This is an optimization exercise on Yosys and OpenROAD, whose aim is small area, not a production implementation. Only simulation tests tie the RTL to the original design; equivalence was not proved.

==> run a <==
// TopModule
module TopModule(clk, rst, LED, BTN3,BTN2,BTN1, SW, a,b,c,d,e,f,g, an0,an1,an2,an3);
export LEC_CHECK = 0
export CAP_MARGIN = 20
export CORE_MARGIN = 2
export CORE_UTILIZATION = 60
export CTS_BUF_LIST = sky130_fd_sc_hd__clkbuf_8
export CTS_CLUSTER_DIAMETER = 300
export CTS_CLUSTER_SIZE = 80
export SLEW_MARGIN = 20
create_clock -name core_clock -period 8.0 [get_ports {clk}]
run.sh (not shown) runs the stock make flow with config.mk's settings and CLKGATE_MAP_FILE= SYNTH_SCRIPT=/design/flow/synth_recipe.tcl, a recipe that flattens the netlist after the stock synthesis.
==> inputs of run b, as changes to run a <==
==> flow/design.v (replaced) <==
`timescale 1ns / 1ps
module TopModule(clk, rst, LED, BTN3,BTN2,BTN1, SW, a,b,c,d,e,f,g, an0,an1,an2,an3);
	input clk, rst;
	input BTN3, BTN2, BTN1;
	input [3:0] SW;
	output a,b,c,d,e,f,g,an0,an1,an2,an3;
	output [7:0] LED;
	reg [4:0] ph;
	reg [2:0] m5;      
	reg       blank;
	wire [4:0] ph_n = ph + 5'd1;                  
	wire       blank_j = blank & ~ph_n[3];         
	wire       step = ph[0] & m5[2] & ~m5[1] & ~rst;
	always @(posedge clk) begin
		if (rst) begin
			ph <= 5'd31;
			m5 <= 3'b000;
			blank <= 1'b1;
		end else begin
			ph <= ph_n;
			m5 <= {m5[1], m5[0], ~(m5[2] | m5[1])};
			blank <= blank_j;
		end
	end
	reg [1:0] n12, t12, u12, p12;
	always @(posedge clk)
		if (step) begin
			n12 <= {BTN2, BTN1};
			t12 <= n12;
			u12 <= t12;
			p12 <= t12 & ~u12;
		end
	reg n3, t3, p3;
	reg u3;
	always @(posedge clk)
		if (rst) begin
			n3 <= 1'b0;
			t3 <= 1'b0;
			p3 <= 1'b0;
		end else if (step) begin
			n3 <= BTN3;
			t3 <= n3;
			p3 <= t3 & ~u3;
		end
	always @(posedge clk)
		if (step) u3 <= t3;
	wire B1 = p12[0], B2 = p12[1], B3 = p3;
	localparam IDLE=4'd0, PE3=4'd1, PE2=4'd2, PE1=4'd3, LOCK=4'd4, MENU=4'd5, MONEY=4'd6,
	           WARN=4'd7, PC3=4'd8, PC2=4'd9, PC1=4'd10, PNEW=4'd11;
	reg [7:0] X;
	reg [3:0] pw;
	reg [15:0] R;         
	reg        dsg;       
	reg [3:0]  dm;
	reg [3:0]  ds;        
	wire [3:0] st = X[3:0];
	wire counting = X[7];
	wire lockmode = (ds == PE1) | (ds == PC1) | (ds == LOCK);
	wire eq = (SW == pw);
	wire [15:0] dadd = step ? {{12{dsg}}, dm ^ {4{dsg}}} : 16'd0;
	wire [15:0] bal = R + dadd + {15'd0, step & dsg};    
	wire gt = ~(|bal[15:4]) & (SW > bal[3:0]);
	localparam [7:0] CLOCK = 8'b1000_1111, CWARN = 8'b1011_0110;
	reg [3:0] ns;
	reg enl, enw;
	always @(*) begin
		ns = st;
		enl = 1'b0;
		enw = 1'b0;
		case (st)
			IDLE: if (B3) ns = PE3;
			PE3:  if (B1) ns = IDLE; else if (B3) ns = eq ? MENU : PE2;
			PE2:  if (B1) ns = IDLE; else if (B3) ns = eq ? MENU : PE1;
			PE1:  if (B1) ns = IDLE; else if (B3) begin if (eq) ns = MENU; else enl = 1'b1; end
			MENU: if (B1) ns = IDLE; else if (B2) ns = PC3; else if (B3) ns = MONEY;
			MONEY: if (B1) ns = MENU; else if (B2 & gt) enw = 1'b1;
			PC3:  if (B1) ns = MENU; else if (B3) ns = eq ? PNEW : PC2;
			PC2:  if (B1) ns = MENU; else if (B3) ns = eq ? PNEW : PC1;
			PC1:  if (B1) ns = MENU; else if (B3) begin if (eq) ns = PNEW; else enl = 1'b1; end
			PNEW: if (B3) ns = MENU;
			default: ns = IDLE;
		endcase
	end
	wire [6:0] lf = {X[5:0], X[6] ^ X[5]};
	reg [7:0] nx;
	always @(*) begin
		if (counting) nx = (&X[6:0]) ? {1'b0, lf[6:4], lockmode ? IDLE : MONEY} : {1'b1, lf};
		else if (enl) nx = CLOCK;
		else if (enw) nx = CWARN;
		else nx = {1'b0, lf[6:4], ns};
	end
	wire money = ~counting & (st == MONEY);
	wire sub = B2 & ~gt;
	wire add = ~sub & B3;
	always @(posedge clk)
		if (rst) R <= 16'd0;
		else R <= bal;
	always @(posedge clk)
		if (rst) begin
			X <= {4'd0, IDLE};
			pw <= 4'd0;
			dsg <= 1'b0;
			dm <= 4'd0;
		end else begin
			if (step) begin
				X <= nx;
				if (~counting & (st == PNEW) & B3) pw <= SW;
				dsg <= money & sub;
				dm <= (money & (sub | add)) ? SW : 4'd0;
			end
		end
	always @(posedge clk)
		if (step) ds <= counting ? (lockmode ? LOCK : WARN) : st;
	reg [7:0] led_r;
	always @(*) begin
		case (ds)
			IDLE:  led_r = 8'b00000001;
			PE3:   led_r = 8'b10000000;
			PE2:   led_r = 8'b11000000;
			PE1:   led_r = 8'b11100000;
			LOCK:  led_r = 8'b11111111;
			MENU:  led_r = 8'b00010000;
			MONEY: led_r = 8'b00001000;
			WARN:  led_r = 8'b11111111;
			PC3:   led_r = 8'b00000100;
			PC2:   led_r = 8'b00000110;
			PC1:   led_r = 8'b00000111;
			PNEW:  led_r = 8'b00000010;
			default: led_r = 8'b00000001;
		endcase
	end
	assign LED = led_r;
	wire [1:0] idx = ph_n[4:3];
	wire [3:0] nib = (idx == 2'd1) ? R[3:0] : (idx == 2'd2) ? R[7:4] : (idx == 2'd3) ? R[11:8] : R[15:12];
	reg [6:0] hex;
	always @(*) begin
		case (nib)
			4'h0: hex = 7'b0000001;
			4'h1: hex = 7'b1001111;
			4'h2: hex = 7'b0010010;
			4'h3: hex = 7'b0000110;
			4'h4: hex = 7'b1001100;
			4'h5: hex = 7'b0100100;
			4'h6: hex = 7'b0100000;
			4'h7: hex = 7'b0001111;
			4'h8: hex = 7'b0000000;
			4'h9: hex = 7'b0000100;
			4'hA: hex = 7'b0001000;
			4'hB: hex = 7'b1100000;
			4'hC: hex = 7'b0110001;
			4'hD: hex = 7'b1000010;
			4'hE: hex = 7'b0110000;
			default: hex = 7'b0111000;
		endcase
	end
	reg [6:0] pat;
	always @(*) begin
		pat = 7'b1111111;
		case (ds)
			IDLE:  case (idx) 2'd0: pat = 7'b0110001; 2'd3: pat = 7'b0001000; 2'd2: pat = 7'b1111010; default: pat = 7'b1000010; endcase
			PE3:   case (idx) 2'd0: pat = 7'b0011000; 2'd3: pat = 7'b0110000; 2'd2: pat = 7'b1111110; default: pat = 7'b0000110; endcase
			PE2:   case (idx) 2'd0: pat = 7'b0011000; 2'd3: pat = 7'b0110000; 2'd2: pat = 7'b1111110; default: pat = 7'b0010010; endcase
			PE1:   case (idx) 2'd0: pat = 7'b0011000; 2'd3: pat = 7'b0110000; 2'd2: pat = 7'b1111110; default: pat = 7'b1001111; endcase
			LOCK:  case (idx) 2'd0: pat = 7'b0111000; 2'd3: pat = 7'b0001000; 2'd2: pat = 7'b1001111; default: pat = 7'b1110001; endcase
			MENU:  case (idx) 2'd0: pat = 7'b0000001; 2'd3: pat = 7'b0011000; 2'd2: pat = 7'b0110000; default: pat = 7'b1101010; endcase
			MONEY: pat = hex;
			WARN:  case (idx) 2'd0: pat = 7'b1111110; 2'd3: pat = 7'b1101010; 2'd2: pat = 7'b0001000; default: pat = 7'b1111110; endcase
			PC3:   case (idx) 2'd0: pat = 7'b0011000; 2'd3: pat = 7'b0110001; 2'd2: pat = 7'b1111110; default: pat = 7'b0000110; endcase
			PC2:   case (idx) 2'd0: pat = 7'b0011000; 2'd3: pat = 7'b0110001; 2'd2: pat = 7'b1111110; default: pat = 7'b0010010; endcase
			PC1:   case (idx) 2'd0: pat = 7'b0011000; 2'd3: pat = 7'b0110001; 2'd2: pat = 7'b1111110; default: pat = 7'b1001111; endcase
			PNEW:  case (idx) 2'd0: pat = 7'b0011000; 2'd3: pat = 7'b0001000; 2'd2: pat = 7'b0100100; default: pat = 7'b0100100; endcase
			default: pat = 7'b1111111;
		endcase
	end
	reg [6:0] seg;
	always @(posedge clk)
		if (rst | blank_j) seg <= 7'b1111111;
		else seg <= pat;
	assign {a,b,c,d,e,f,g} = seg;
	assign an3 = blank | (ph[4:3] != 2'd1);
	assign an0 = blank | (ph[4:3] != 2'd2);
	assign an1 = blank | (ph[4:3] != 2'd3);
	assign an2 = blank | (ph[4:3] != 2'd0);
endmodule
==> flow_metrics.env <==
export IMPL_crit_chain="clkdlybuf4s50_1 -> nand4bb_4 -> inv_2 -> buf_4 -> nand2_1 -> fa_1 -> inv_1 -> fa_1 -> inv_1 -> ha_1 -> nor2b_1 -> o21a_1 -> o21a_1 -> o211ai_1 -> or4_1 -> or4_1 -> o311a_1 -> a21o_1"
export IMPL_fin_cells=665
export IMPL_ys_seq_area_frac=0.375
export IMPL_outcome="timing/DRC/antenna clean"
The numbers above come from run a.

==> flow_metrics.env <==
export IMPL_outcome="timing/DRC/antenna clean"
export IMPL_synthMuxAreaShare=0.0333
export IMPL_fin_cells=668
export IMPL_crit_chain="clkdlybuf4s50_1 -> buf_4 -> nor2_1 -> nand3_1 -> inv_2 -> nand2_1 -> fa_1 -> or2b_1 -> nand2b_1 -> a21oi_1 -> xor2_1 -> ha_1 -> nand2_1 -> o21ai_0 -> o211a_1 -> nand4_1 -> nor2_4 -> nand4_4 -> a221o_1 -> o211a_1"
The numbers above come from run b.

## what the ideal ports hide
How much do the figures lean on ideal ports? The routed layouts below were timed once more, with nothing changed but the port constraints.
Step 1 sets driving cells, clkbuf_16 on the clock port and buf_2 on the other inputs (assumed; they add their load-dependent delay and slew).
Step 2, shift: input delay + t, output delay - t, t = (earliest + latest rising clock arrival at the registers) / 2. This alone moves slack from input paths to output paths.
Slacks: ideal / step 1 / step 2; pairs: ideal / step 1.
run | t (ns) | slack for setup (ns) | latest minus earliest clock arrival (ns) | slew at the worst register clock pin (ns) | pins driven straight from the clock port
run a | 0.385 | 1.793 / 1.798 / 1.413 | 0.005 / 0.004 | 0.09 / 0.09 | 1
run b | 0.368 | 2.040 / 2.047 / 1.678 | 0.008 / 0.009 | 0.07 / 0.07 | 1
After both steps setup and hold are still met in every run listed. The setup slack of run a, which loses most, moves by +0.005 ns with the drivers and by -0.380 ns with both steps.
